This is an optimization exercise on Yosys and OpenROAD, whose aim is small area, a short achievable clock period and few clock cycles per item, not a production implementation. Power and IR drop assume default switching activity.

## before
==> module automaton, before the edit <==
module automaton(
    input               clk,
    input               rst,
    input [31:0]        rule,
    output reg [5:0]    row,
    output reg [5:0]    col,
    output reg          world_we,
    input               world_in,
    output reg          world_out,
    output reg          update_done);
localparam P = 9;                
localparam L = 2 * P + 1;        
reg [L-1:0]  sr;                 
reg [63:0]   tb;                 
reg [2:0] rb;
reg [5:0] rc;
reg [2:0] ri;
reg       rs;
reg [2:0] cb;
reg [5:0] cc;
reg [2:0] ci;
reg       cs;
reg rd;          
reg pend;        
reg wsel2;       
reg active;      
reg ud1;
wire c_col0   = (cc == 6'd0);
wire c_col63  = (cc == 6'd63);
wire n_top    = cs;                                  
wire n_band0  = c_col63 ? (cb == 3'd7) : (cb == 3'd0);
wire n_nbit   = n_top ? (tb[1] & ~n_band0) : sr[P];
wire n_wbit   = (cs ? c_col63 : c_col0) ? 1'b0 : sr[2*P-1];
wire n_cbit   = sr[P-1];
wire n_sbit   = (~cs & (ci == 3'd6) & (cb == 3'd7)) ? 1'b0 : sr[P-2];
wire n_emask  = cs ? (cc == 6'd62) : c_col63;
reg [1:0] rlk;       
reg       emask;     
wire new_bit  = (sr[0] & ~emask) ? rlk[1] : rlk[0];
wire flag     = active & ~cs & (new_bit ^ sr[P]);
wire next_w = rd ? pend : (wsel2 & pend);
wire c_last = (cb == 3'd7) & c_col63 & cs;
always @(posedge clk) begin
    if (rd) begin
        sr <= {sr[L-2:0], world_in};
        if (cs)
            tb <= {sr[P+1], tb[63:1]};
        rlk <= {rule[{n_nbit, n_wbit, n_cbit, 1'b1, n_sbit}],
                rule[{n_nbit, n_wbit, n_cbit, 1'b0, n_sbit}]};
        emask <= n_emask;
    end
    if (rst) begin
        rb <= 3'd0; rc <= 6'd0; ri <= 3'd1; rs <= 1'b0;
        cb <= 3'd7; cc <= 6'd62; ci <= 3'd0; cs <= 1'b1;
        row <= 6'd0; col <= 6'd0;
        world_we <= 1'b0;
        world_out <= 1'b0;
        rd <= 1'b1;
        pend <= 1'b0;
        wsel2 <= 1'b0;
        active <= 1'b0;
        ud1 <= 1'b0;
        update_done <= 1'b0;
    end else begin
        if (rd) begin
            if (cs) begin
                cs <= 1'b0;
                cc <= cc + 1'b1;
                if (c_col63) cb <= cb + 1'b1;
            end else begin
                ci <= ci + 1'b1;
                if (ci == 3'd7) cs <= 1'b1;
            end
            pend <= flag;
            wsel2 <= 1'b1;
            if (c_last) active <= 1'b1;
        end else begin
            wsel2 <= 1'b0;
            if (!wsel2) pend <= 1'b0;
        end
        ud1 <= rd & c_last & active;
        update_done <= ud1;
        world_we <= next_w;
        rd <= ~next_w;
        world_out <= ~sr[P+1];
        if (next_w) begin
            row <= {cb, ci - 3'd1};
            col <= cc;
        end else begin
            row <= rs ? {rb + 3'd1, 3'd0} : {rb, ri};
            col <= rc;
            if (rs) begin
                rs <= 1'b0;
                rc <= rc + 1'b1;
                if (rc == 6'd63) rb <= rb + 1'b1;
            end else begin
                ri <= ri + 1'b1;
                if (ri == 3'd7) rs <= 1'b1;
            end
        end
    end
end
endmodule
Settings: LEC_CHECK=0, ABC_CLOCK_PERIOD_IN_PS=1700, CAP_MARGIN=20, CORE_MARGIN=2, CORE_UTILIZATION=50, CTS_BUF_LIST=sky130_fd_sc_hd__clkbuf_4 sky130_fd_sc_hd__clkbuf_8, CTS_CLUSTER_DIAMETER=100, CTS_CLUSTER_SIZE=30, SETUP_SLACK_MARGIN=3.2, SLEW_MARGIN=20; clock period 5.0 ns.
standard.sh (not shown) runs the stock make flow with config.mk's settings and CLKGATE_MAP_FILE= SYNTH_SCRIPT=/design/flow/synth_recipe.tcl, a recipe that flattens the netlist after the stock synthesis.
==> flow/flow/run.sh <==
#!/bin/bash
# The standard layout (standard.sh) with three changes to how ORFS sizes cells
# and builds the clock tree:
#  - ports are buffered with buf_2 instead of the slow delay buffer that
#    buffer_ports picks by default;
#  - the resizer may swap cells of different footprints;
#  - clock tree synthesis adds no dummy loads.
set -euo pipefail
export BUFFER_PORTS_ARGS="-buffer_cell sky130_fd_sc_hd__buf_2"
export CTS_ARGS="-sink_clustering_enable -repair_clock_nets -sink_clustering_size 30 -sink_clustering_max_diameter 100 -buf_list {sky130_fd_sc_hd__clkbuf_4 sky130_fd_sc_hd__clkbuf_8} -dont_use_dummy_load"
sed 's/CLKGATE_MAP_FILE= /CLKGATE_MAP_FILE= MATCH_CELL_FOOTPRINT=0 /' standard.sh > standard_own.sh
grep -q MATCH_CELL_FOOTPRINT=0 standard_own.sh
bash standard_own.sh > standard.log 2>&1
Input changes introduced in after (baseline for comparison: before):
--- a/flow/design.v
+++ b/flow/design.v
@@ -13,34 +13,36 @@
 localparam L = 2 * P + 1;        
 reg [L-1:0]  sr;                 
 reg [63:0]   tb;                 
-reg [2:0] rb;
-reg [5:0] rc;
-reg [2:0] ri;
-reg       rs;
 reg [2:0] cb;
 reg [5:0] cc;
 reg [2:0] ci;
 reg       cs;
+reg col0, col62, col63, band0, band7;
 reg rd;          
 reg pend;        
 reg wsel2;       
 reg active;      
 reg ud1;
-wire c_col0   = (cc == 6'd0);
-wire c_col63  = (cc == 6'd63);
 wire n_top    = cs;                                  
-wire n_band0  = c_col63 ? (cb == 3'd7) : (cb == 3'd0);
+wire n_band0  = col63 ? band7 : band0;
 wire n_nbit   = n_top ? (tb[1] & ~n_band0) : sr[P];
-wire n_wbit   = (cs ? c_col63 : c_col0) ? 1'b0 : sr[2*P-1];
+wire n_wbit   = (cs ? col63 : col0) ? 1'b0 : sr[2*P-1];
 wire n_cbit   = sr[P-1];
-wire n_sbit   = (~cs & (ci == 3'd6) & (cb == 3'd7)) ? 1'b0 : sr[P-2];
-wire n_emask  = cs ? (cc == 6'd62) : c_col63;
+wire n_sbit   = (~cs & (ci == 3'd6) & band7) ? 1'b0 : sr[P-2];
+wire n_emask  = cs ? col62 : col63;
 reg [1:0] rlk;       
 reg       emask;     
 wire new_bit  = (sr[0] & ~emask) ? rlk[1] : rlk[0];
 wire flag     = active & ~cs & (new_bit ^ sr[P]);
 wire next_w = rd ? pend : (wsel2 & pend);
-wire c_last = (cb == 3'd7) & c_col63 & cs;
+wire c_last = band7 & col63 & cs;
+wire [3:0] rk   = cs ? 4'd8 : {1'b0, ci};
+wire [3:0] rt   = rk + 4'd1 + rd;
+wire       rw   = (rt >= 4'd9);
+wire [3:0] ridx = rw ? rt - 4'd9 : rt;
+wire [6:0] rcol = {1'b0, cc} + 7'd1 + rw;
+wire [2:0] rbnd = cb + rcol[6];
+wire [5:0] rrow = ridx[3] ? {rbnd + 3'd1, 3'd0} : {rbnd, ridx[2:0]};
 always @(posedge clk) begin
     if (rd) begin
         sr <= {sr[L-2:0], world_in};
@@ -51,8 +53,9 @@
         emask <= n_emask;
     end
     if (rst) begin
-        rb <= 3'd0; rc <= 6'd0; ri <= 3'd1; rs <= 1'b0;
         cb <= 3'd7; cc <= 6'd62; ci <= 3'd0; cs <= 1'b1;
+        col0 <= 1'b0; col62 <= 1'b1; col63 <= 1'b0;
+        band0 <= 1'b0; band7 <= 1'b1;
         row <= 6'd0; col <= 6'd0;
         world_we <= 1'b0;
         world_out <= 1'b0;
@@ -67,7 +70,14 @@
             if (cs) begin
                 cs <= 1'b0;
                 cc <= cc + 1'b1;
-                if (c_col63) cb <= cb + 1'b1;
+                col0 <= col63;
+                col63 <= col62;
+                col62 <= (cc == 6'd61);
+                if (col63) begin
+                    cb <= cb + 1'b1;
+                    band0 <= band7;
+                    band7 <= (cb == 3'd6);
+                end
             end else begin
                 ci <= ci + 1'b1;
                 if (ci == 3'd7) cs <= 1'b1;
@@ -88,16 +98,8 @@
             row <= {cb, ci - 3'd1};
             col <= cc;
         end else begin
-            row <= rs ? {rb + 3'd1, 3'd0} : {rb, ri};
-            col <= rc;
-            if (rs) begin
-                rs <= 1'b0;
-                rc <= rc + 1'b1;
-                if (rc == 6'd63) rb <= rb + 1'b1;
-            end else begin
-                ri <= ri + 1'b1;
-                if (ri == 3'd7) rs <= 1'b1;
-            end
+            row <= rrow;
+            col <= rcol[5:0];
         end
     end
 end
NOTE: post-route core utilization in after exceeds that of before
Compared with before, in after leakage power up 4.5%; worst setup margin saw a decrease; total net switching power saw an increase.
Compared after vs before, and first-pass GRT wire length is up in after.
Comparing after and before, adder and majority gate portion of the synthesized area is lower on before.
Layer with the highest usage: met1 -> after, met2 -> before
after: PASS, flow complete, no timing, DRC or antenna violations
Number of synthesized register bits went down by a few percent going from before to after.
Changes observed in after relative to before: post-synthesis compound-gate area fraction went up, final design instance area without fill went up by 4.0%, via count increased by about 5% relative to the old numbers.
No run of this note included a check of the RTL's function; only the layout flow was run.

-- separate check: timing with driven ports --
Ports are ideal in the flow. The routed layouts listed here were re-timed in OpenROAD.
Step 1: set_driving_cell puts a clkbuf_16 on clk and a buf_2 on each other input, an assumption about the parent block.
Step 2 also shifts input and output timing later by t, the mid clock arrival at the registers, as if the neighbouring blocks saw the same clock.
Slacks: ideal / step 1 / step 2; pairs: ideal / step 1.
| run | t (ns) | setup slack, ns | worst setup path after step 2 | latest minus earliest clock arrival (ns) | worst data-port slew with drivers (ns) |
|---|---|---|---|---|---|
| before | 0.447 | 3.038 / 3.038 / 2.931 | input to register | 0.031 / 0.031 | 0.03 |
| after | 0.444 | 1.872 / 1.872 / 1.872 | register to register | 0.027 / 0.027 | 0.04 |
After both steps every run listed still meets setup and hold. The setup slack of before, which loses most, moves by 0.000 ns with the drivers and by -0.107 ns with both steps.
